Context: an optimization exercise on an open-source flow, tuned for small area. The choices shown serve that exercise and are no tape-out recipe. Only the layout flow was run in this run; the RTL was not checked for function there. Power figures rest on the tool's default switching activity, not on a simulated workload.

[flow/config.mk]
export PLATFORM = sky130hd
export DESIGN_NAME = labyrinth_car
export DESIGN_NICKNAME = labyrinth_car
export VERILOG_FILES = /design/flow/design.v
export SDC_FILE = /design/flow/constraint.sdc
export NUM_CORES = 4
export LEC_CHECK = 0
export CAP_MARGIN = 20
export CORE_MARGIN = 2
export CORE_UTILIZATION = 40
export SLEW_MARGIN = 20
[flow/run.sh]
#!/bin/bash
# synth_recipe.tcl (not shown) runs the flow's synth.tcl, then flattens the netlist and writes it again
# the make line also repeats each setting of config.mk as NAME=value (left out here)
make -C /OpenROAD-flow-scripts/flow DESIGN_CONFIG=/design/flow/config.mk WORK_HOME=/design/flow/orfs CLKGATE_MAP_FILE= SYNTH_SCRIPT=/design/flow/synth_recipe.tcl finish
[flow/design.v]
module UART_Tx
(
   input       i_Clock		,
   input       i_Reset		,	 
   input       i_TX_DV		,
   input [7:0] i_TX_Byte	,
   output reg  o_TX_Serial
 );
  reg [3:0] ph;
  reg [2:0] cc;
  reg [7:0] data;
  wire idle    = (ph == 4'd2);
  wire cleanup = (ph == 4'd1);
  wire cc4     = cc[2];			 
  always @(posedge i_Clock)
  begin
    if (i_Reset)
    begin
      ph          <= 4'd2;
      o_TX_Serial <= 1'b1;
    end
    else
    begin
      if (idle)
      begin
        if (i_TX_DV) ph <= 4'd7;
      end
      else if (cleanup)
        ph <= 4'd2;
      else if (cc4)
        ph <= ph + 1'b1;
      if (ph == 4'd7)
        o_TX_Serial <= 1'b0;
      else if (ph[3])
        o_TX_Serial <= data[ph[2:0]];
      else
        o_TX_Serial <= 1'b1;
    end
    if (idle || cc4)
      cc <= 0;
    else if (!cleanup)
      cc <= cc + 1'b1;
    if (idle && i_TX_DV)
      data <= i_TX_Byte;
  end
endmodule
module hcsr04
(
	input  				clk		,
	input  				rst		,	 
	input  				echoPin	,	 
	input  				perEnd	,	 
	output reg [11:0]	width	,	 
	output 				fall	,	 
	output reg 			M_end	,	 
	output 				rise		 
);
reg mend_q;
assign fall = !echoPin && (width != 0);
wire valid = (width >= 12'd20) && (width <= 12'd720);
always @(posedge clk)
begin
	if (rst)
	begin
		width <= 0;
		M_end <= 0;
	end
	else
	begin
		width <= echoPin ? width + 1'b1 : 12'd0;
		if (perEnd)    M_end <= 0;
		else if (fall) M_end <= valid;
	end
	mend_q <= M_end;
end
assign rise = M_end && !mend_q;
endmodule
module PWM_generator
(
	input 				clk		,
	input 				rst		,	 
	input 		[2:0]	duty	,	 
	output 				perEnd	,	 
	output 				trig	,	 
	output reg 	[3:0]	IN			 
);
reg [7:0] p;
reg [3:0] s;
reg [4:0] v;
wire p199 = p[7] & p[6] & p[2] & p[1] & p[0];	 
wire s14  = s[3] & s[2] & s[1];					 
wire v30  = v[4] & v[3] & v[2] & v[1];			 
assign perEnd = p199 & s14;
assign trig   = (s == 0) && (p[7:3] == 0) && (p[2:0] != 0) && !(p[2] & p[1]);
wire lt55 = (v < 17) || (v == 17 && p < 10);	 
wire lt60 = (v < 18) || (v == 18 && p < 120);	 
wire lt65 = (v < 20) || (v == 20 && p < 30);	 
wire lt75 = (v < 23) || (v == 23 && p < 50);	 
wire lt80 = (v < 24) || (v == 24 && p < 160);	 
reg in3, in2;
always @(*)
begin
	case (duty)
		3'd0: begin in3 = 0;    in2 = 0;    end	 
		3'd1: begin in3 = lt55; in2 = lt55; end	 
		3'd2: begin in3 = lt55; in2 = lt65; end	 
		3'd3: begin in3 = lt65; in2 = lt55; end	 
		3'd4: begin in3 = lt60; in2 = lt60; end	 
		3'd5: begin in3 = lt80; in2 = 0;    end	 
		3'd6: begin in3 = 0;    in2 = lt80; end	 
		default: begin in3 = 0; in2 = lt65; end	 
	endcase
end
always @(posedge clk)
begin
	if (rst)
	begin
		p  <= 0;
		s  <= 0;
		v  <= 0;
		IN <= 4'b0000;
	end
	else
	begin
		p <= p199 ? 8'd0 : p + 1'b1;
		if (p199)
		begin
			s <= s14 ? 4'd0 : s + 1'b1;
			v <= v30 ? 5'd0 : v + 1'b1;
		end
		IN <= {in3, in2, (duty == 3'd7) && lt75, 1'b0};
	end
end
endmodule
module algoritamKretanja
(
	input 				clk,
	input 				rst,		 
	input 		 [11:0] USR,		 
	input 		 [11:0]	USL,		 
	input 		 [11:0]	USM,		 
	input 				riseR,		 
	input 				riseL,		 
	input 				riseM,		 
	output 	reg			TxEnable,	 
	output 	reg [ 7:0] 	TxData,		 
	output 	reg [ 2:0]	duty,		 
	output 	reg 		led
);
localparam [2:0] D_0 = 3'd0, D_55 = 3'd1, D_L = 3'd2, D_R = 3'd3, D_60 = 3'd4, D_TL = 3'd5, D_TR = 3'd6, D_TT = 3'd7;
reg [16:0] 	statesCounter 	 ;
reg [11:0] 	counterSending 	 ;
reg [ 6:0] 	countSendingINIT ;
reg [16:0]  countSendingTurns;
reg [1:0] clsR, clsL;		 
reg [1:0] dR, dL;
reg [7:0] pdM;				 
reg [7:0] distanceS;
reg [ 7:0]  initS	 ;
reg 		initEnd	 ;
reg [ 5:0]  NMeasures;
reg [12:0]	sum		 ;
reg [ 2:0] 	STATE;
localparam IDLE 		= 3'b000;
localparam INIT 		= 3'b001;
localparam sendingINIT 	= 3'b010;
localparam STRAIGHT 	= 3'b011;
localparam turningRIGHT = 3'b100;
localparam turningLEFT	= 3'b101;
localparam TURN 		= 3'b110;
localparam END 			= 3'b111;
reg [7:0] turns;
reg [7:0] turning;
reg [2:0] index;
function [1:0] cls;
	input [11:0] w;
	begin
		cls[1] = w >= 12'd48;
		cls[0] = cls[1] ? (w >= 12'd88) : (w[11:2] == 10'd11);
	end
endfunction
wire rightBigger = dR == 2'b11;
wire leftBigger  = dL == 2'b11;
wire right11     = dR[1];			 
wire centralBigger43 = distanceS > 43;
wire centralSmaller9 = distanceS <= 9;
wire [12:0] sum_n = sum + pdM;
always @(posedge clk)
begin
	clsR <= cls(USR);
	clsL <= cls(USL);
	pdM  <= USM[9:2];
	if (rst)
	begin
		dR <= 0;
		dL <= 0;
		distanceS <= 0;
		NMeasures <= 0;
		sum       <= 0;
		initEnd   <= 0;
	end
	else
	begin
		if (riseR) dR <= clsR;
		if (riseL) dL <= clsL;
		if (riseM)
		begin
			distanceS <= pdM;
			if (STATE == INIT)
			begin
				NMeasures <= NMeasures + 1'b1;
				sum       <= sum_n;
				if (NMeasures == 6'd31)
				begin
					initS   <= sum_n[12:5];
					initEnd <= 1;
				end
			end
			else
			begin
				sum       <= 0;
				NMeasures <= 0;
				initEnd   <= 0;
			end
		end
	end
end
function [2:0] fl;
	input [1:0] d;
	fl = d[1] ? D_R : (d[0] ? D_55 : D_L);
endfunction
function [2:0] fr;
	input [1:0] d;
	fr = d[1] ? D_L : (d[0] ? D_55 : D_R);
endfunction
reg [16:0] sc_n;
reg [ 2:0] idx_n;
reg [ 7:0] turns_n;
reg [ 7:0] turning_n;
always @(posedge clk)
begin
	if (rst)
	begin
		STATE         <= IDLE;
		duty          <= D_0;
		statesCounter <= 0;
		index         <= 0;
		turns         <= 0;
		turning       <= 0;
		led           <= 0;
	end
	else
	begin
		sc_n      = statesCounter;
		idx_n     = index;
		turns_n   = turns;
		turning_n = turning;
		case(STATE)
			IDLE:
			begin
				sc_n = statesCounter + 1;
				duty <= D_0;
				if(statesCounter == 17'd49999)
				begin
					STATE <= INIT;
					sc_n  = 0;
				end
			end
			INIT:
			begin
				duty <= D_0;
				if(initEnd) STATE <= sendingINIT;
			end
			sendingINIT:
			begin
				duty <= D_0;
				sc_n = statesCounter + 1;
				if(statesCounter == 17'd105)
				begin
					STATE <= STRAIGHT;
					sc_n  = 0;
				end
			end
			STRAIGHT:
			begin
				if(turning[index]==0)
				begin
					if(!leftBigger && !rightBigger && !centralSmaller9) duty <= fl(dL);
					else if(leftBigger && centralBigger43 && right11 && !rightBigger) STATE <= END;
					else if(leftBigger || rightBigger)
					begin
						if(centralBigger43)
						begin
							idx_n = index + 1;
							turning_n[idx_n] = 0;
							turns_n[idx_n] = leftBigger ? 1'b0 : 1'b1;
						end
						STATE <= leftBigger ? turningLEFT : turningRIGHT;
					end
					else
						STATE <= TURN;
				end
				else
				begin
					case({rightBigger, leftBigger, centralBigger43})
						3'b110:
						begin
							idx_n = index - 1;
							if(turns[index] == 1)
								STATE <= turningRIGHT;
							else
								STATE <= turningLEFT;
						end
						3'b100: STATE <= turningRIGHT;
						3'b010:
						begin
							sc_n = statesCounter + 1;
							if(statesCounter == 17'd3000)
							begin
								STATE <= turningLEFT;
								sc_n  = 0;
							end
						end
						3'b000:
						begin
							if(centralSmaller9) STATE <= TURN;
						end
						3'b101, 3'b001: duty <= fl(dL);
						3'b011: duty <= fr(dR);
						default: ;
					endcase
				end
			end
			turningLEFT, turningRIGHT:
			begin
				sc_n = statesCounter + 1;
				if(statesCounter <= 17'd70500)
					duty <= D_60;
				else if (statesCounter == 17'd125500)
				begin
					sc_n  = 0;
					STATE <= IDLE;
					duty  <= D_0;
				end
				else
					duty <= STATE[0] ? D_TL : D_TR;
			end
			TURN:
			begin
				sc_n = statesCounter + 1;
				if(statesCounter <= 17'd50000)
					duty <= D_0;
				else if (statesCounter == 17'd130000)
				begin
					sc_n  = 0;
					STATE <= IDLE;
					turning_n[index] = 1;
				end
				else
					duty <= D_TT;
			end
			END:
			begin
				duty <= D_0;
				sc_n = statesCounter + 1;
				if(statesCounter == 17'd25000)
				begin
					led <= !led;
					sc_n   = 0;
				end
			end
		endcase
		statesCounter <= sc_n;
		index         <= idx_n;
		turns         <= turns_n;
		turning       <= turning_n;
	end
end
wire [7:0] msg = (STATE == TURN) ? 8'd4 : (STATE == turningLEFT) ? 8'd3 : 8'd2;
always @(posedge clk)
begin
	if (rst)
	begin
		TxEnable          <= 0;
		countSendingINIT  <= 0;
	end
	else
	case(STATE)
		sendingINIT:
		begin
			countSendingINIT <= countSendingINIT + 1'b1;
			if(countSendingINIT == 7'd0)
			begin
				TxData 	<= 8'd1;
				TxEnable <= 1;
			end
			else if(countSendingINIT == 7'd99)
			begin
				TxData 	<= initS;
				TxEnable <= 1;
			end
			else
			begin
				TxEnable <= 0;
				if(countSendingINIT == 7'd100)
					counterSending	 <= 0;
			end
		end
		STRAIGHT, turningLEFT, turningRIGHT:
		begin
			if (STATE == STRAIGHT)
				countSendingTurns <= 0;
			else
				countSendingTurns <= countSendingTurns + 1'b1;
			if(STATE == STRAIGHT || countSendingTurns < 17'd70500)
			begin
				if(counterSending == 12'd3000)
				begin
					TxData 			 <= distanceS;
					TxEnable 		 <= 1;
					counterSending	 <= 0;
					if (STATE == STRAIGHT)
						countSendingINIT <= 0;
				end
				else
				begin
					counterSending <= counterSending + 1'b1;
					TxEnable <= 0;
				end
			end
			else
			begin
				if(TxData != msg)
				begin
					TxData 	<= msg;
					TxEnable <= 1;
				end
				else TxEnable <= 0;
			end
		end
		TURN:
		begin
			if(TxData != msg)
			begin
				TxData 	<= msg;
				TxEnable <= 1;
			end
			else TxEnable <= 0;
		end
		default: ;
	endcase
end
endmodule
module labyrinth_car
(
	input  		 clk	,
	input  		 rst	,	 
	input  		 echoR,
	input  		 echoL,
	input  		 echoM,
	output 		 trigR,	 
	output 		 trigL,
	output 		 trigM,
	output 		 Tx	,
	output [3:0] motors_PWM,
	output 		 led,
	output 		 buzzer
);
wire [ 7:0] dataTransmit;
wire 		TxEnable;
wire [11:0] widthR, widthL, widthM;
wire 		riseR, riseL, riseM;
wire [ 2:0]	duty;
wire 		perEnd, trig;
wire [ 3:0] IN;
UART_Tx UART_Transmitter(
	.i_Clock(clk)        	,
	.i_Reset(rst)        	,
	.i_TX_DV(TxEnable)     	,
	.i_TX_Byte(dataTransmit),
	.o_TX_Serial(Tx)
);
algoritamKretanja AK
(
	.clk(clk)		,
	.rst(rst)		,
	.USR(widthR),
	.USL(widthL),
	.USM(widthM),
	.riseR(riseR)	,
	.riseL(riseL)	,
	.riseM(riseM)	,
	.TxEnable(TxEnable)	,
	.TxData(dataTransmit),
	.duty(duty),
	.led(led)
);
hcsr04 UltrasonicR (.clk(clk), .rst(rst), .echoPin(echoR), .perEnd(perEnd), .width(widthR), .fall(), .M_end(), .rise(riseR));
hcsr04 UltrasonicL (.clk(clk), .rst(rst), .echoPin(echoL), .perEnd(perEnd), .width(widthL), .fall(), .M_end(), .rise(riseL));
hcsr04 UltrasonicM (.clk(clk), .rst(rst), .echoPin(echoM), .perEnd(perEnd), .width(widthM), .fall(), .M_end(), .rise(riseM));
PWM_generator PWM
(
	.clk(clk)	,
	.rst(rst)	,
	.duty(duty)	,
	.perEnd(perEnd),
	.trig(trig),
	.IN(IN)
);
assign trigR = trig;
assign trigL = trig;
assign trigM = trig;
assign motors_PWM = {IN[3:1], 1'b0};
assign buzzer = led;	 
endmodule
[flow/constraint.sdc]
create_clock -name core_clock -period 10.0 [get_ports {clk}]
set_input_delay 2.0000 -clock core_clock [delete_from_list [all_inputs] [get_ports {clk}]]
set_output_delay 2.0000 -clock core_clock [all_outputs]
set_load 0.01 [all_outputs]
==> out/qor.yml <==
drtIter0Drc: 540
netlist_top_cells_area: "dfxtp_1, edfxtp_1, nor2_1"
drive_above_1_share_pct: 6.99
clkTransAtPathRegs_ps: 60
crit_path_end_kind: "primary output"
routed-via-count: 9399
portBuffers: 13
antenna_found_initial: 0
layout_setup_ws_ps: 5890
cts-root-buf: "clkbuf_16"
use_met3_pct: 2.39
ys_ff_latch: 218
n_antenna_cell: 0
grtUsageMet2_pct: 27.4
report.final.slew_viol_count: 0
critPathKind: "reg2out"
pre_cts_slack_ps: 6240
synth-edff-count: 53
avgSynthCellArea_sq_um: 8.81
place_inst: 1654
fin_hold_ws_ps: 362
synth_common_cells: "dfxtp_1, nor2_1, nand2_1, a21oi_1, nand3_1"
hp-class: "reg2reg"
cts_max_level: 1
hold_buffers: 0
clock.fmax_mhz: 243
final_cells: 1700
grt_max_degree: 50
ys_seq_area_share_pct: 41.8
place_area_sq_um: 12000
yosysTopAreaCell: "dfxtp_1"
cts_tree: "yes"
grt_pass1_vias: 8870
start_kind: "register"
insertion_delay_ps: 530
worst_pin_slew_ps: 1060
finalClockSkew_ps: 18.1
start_util_pct: 40.7
ant_nets: 0
wirelength_microns: 26200
synth_ff_type: "dfxtp_1"
reg2reg_slack_ps: 6870
yosys_warnings: 4
clock-sinks: 218
synth_fp_nets: 1379
ir_drop_uv: 145
synth_area_sq_um: 11700
final_area_sq_um: 12800
fin_setup_tns_ps: 0
layout.nets: 1345
outcome: "complete, no violations"
drcViolationCount: 0
ctsLongestPathBuffers: 3
dp_hpwl_microns: 18000
die_h_microns: 175
utilization_pct: 44.4
cp.arrival_ps: 2110
netlist-cell-type-count: 99
cp.required_ps: 8000
finalSetupViolations: 0
rows: 62
drt_pass1_iterations: 5
regArea_sq_um: 4890
gr-usage-met1_pct: 23.9
die_x_microns: 175
area_delta_synth_final_pct: 9.10
cp_max_fo: 5
synthArstFlopShare_pct: 0
power_per_cell_area_nw_per_um2: 145
fillers: 2811
post_cts_buffers: 0
grt_util_all_layers_pct: 17.0
multiInputGateArea_sq_um: 6320
dieArea_sq_um: 30700
synthCells: 1331
finalCriticalPeriod_ps: 4110
ios: 15
timing.final.crit_share_pct: 41.1
cts_buffers: 25
postCtsResizedCells: 0
leakage_nw: 4.43
power.total_mw: 1.85
gp_congestion: 0.830
core_sq_um: 28800
maxSlewHeadroom_pct: 29.1
grt_pass1_wl_microns: 44400
grt_busiest_layer: "met2"
grt_overflow: 0
vias_per_cell: 5.53
hold_viol: 0
rsz0062_at_grt: "no"
maxCapViolCount: 0
wl_per_cell_microns: 15.4
yosysMostFrequentCell: "dfxtp_1"
synth_top_area_share_pct: 28.2
-- where the power goes --
part           internal [mW]  switching, mW  total, mW
Clock                  0.482          0.366      0.848
Combinational         0.0318         0.0451     0.0769
Sequential             0.909         0.0151      0.924
Total                   1.42          0.427       1.85
-- sequential cells by signal, indices dropped and copies added, names as in the netlist, 5 cells and up --
name                   flops
UltrasonicM.width         12
AK.turns                   8
AK.distanceS               8
AK.TxData                  8
UltrasonicL.width         12
AK.countSendingTurns      17
AK.initS                   8
PWM.p                      8
UltrasonicR.width         12
AK.pdM                     8
AK.statesCounter          17
AK.sum                    13
AK.NMeasures               6
PWM.v                      5
AK.counterSending         12
UART_Transmitter.data      8
AK.turning                 8
AK.countSendingINIT        7
-- area by class of cell --
class                           instances  area share [%]
Clock buffer                           31            5.30
Sequential cell                       218            38.3
Tap cell                              384            3.76
Clock inverter                         15           0.675
Inverter                               40            1.17
Timing Repair Buffer                   20            1.41
Multi-Input combinational cell        992            49.4
-- cells by family (layout without fill, tap and decap cells) --
logic type | Yosys count | in the layout | synth area share [%]
compound gates | 273 | 273 | 16.1
simple gates | 580 | 580 | 25.1
fa+ha+maj | 43 | 43 | 4.65
flops | 218 | 218 | 41.8
other cells | 1 | 1 | 0.0320
buf+inv | 121 | 106 | 4.37
mux | 15 | 15 | 2.05
xor+xnor | 80 | 80 | 5.98
-- final timing paths --
kind / from / end / depth (start not counted)
min: UltrasonicR.M_end / UltrasonicR.mend_q / 0
max: PWM.s[1] / trigM / 5
min reg2reg: UltrasonicR.M_end / UltrasonicR.mend_q / 0
max reg2reg: AK.STATE[0] / AK.TxData[2] / 5
-- layout by cell type, fill, tap and decap left out, types with 14 or more instances in the layout --
cell type / n
a21oi_1: 81
a31oi_1: 14
and2_1: 17
and3_1: 19
clkbuf_16: 25
dfxtp_1: 165
edfxtp_1: 53
ha_1: 42
inv_1: 39
nand2_1: 122
nand3_1: 71
nand4_1: 29
nor2_1: 154
nor3_1: 42
o21ai_0: 52
or3_1: 18
xnor2_1: 32
xor2_1: 48
-- critical path, stage by stage, from the launching register on --
cell and delay [ps]:
dfxtp_1 340, inv_1 80, ha_1 130, nor4b_1 250
and3_1 250, clkdlybuf4s50_1 550
-- per-layer routing --
metal  part of all wire (%)  up-vias
li1                       -     4747
met4                    1.4        0
met5                      0        -
met1                     49     4449
met2                     45      166
met3                    4.3       37

[static timing again, ports no longer ideal]
How much do the figures lean on ideal ports? The routed layout below was timed once more, with nothing changed but the port constraints.
Step 1 (the two cells are an assumption about what drives the block):
set clk [get_ports {clk}]
set_driving_cell -lib_cell sky130_fd_sc_hd__clkbuf_16 $clk
set_driving_cell -lib_cell sky130_fd_sc_hd__buf_2 [delete_from_list [all_inputs] $clk]
Step 2 also shifts input and output timing later by t, the mid clock arrival at the registers, as if the neighbouring blocks saw the same clock.
a / b / c = ideal / step 1 / step 2; a / b = the first two.
shift t [ns]: 0.572
slack for setup (ns): 5.889 / 5.839 / 6.213
hold WS [ns]: 0.362 / 0.362 / 0.362
worst data-port slew with drivers (ns): 0.03
After both steps setup and hold are still met in this run. The setup slack of this run moves by -0.050 ns with the drivers and by +0.324 ns with both steps.
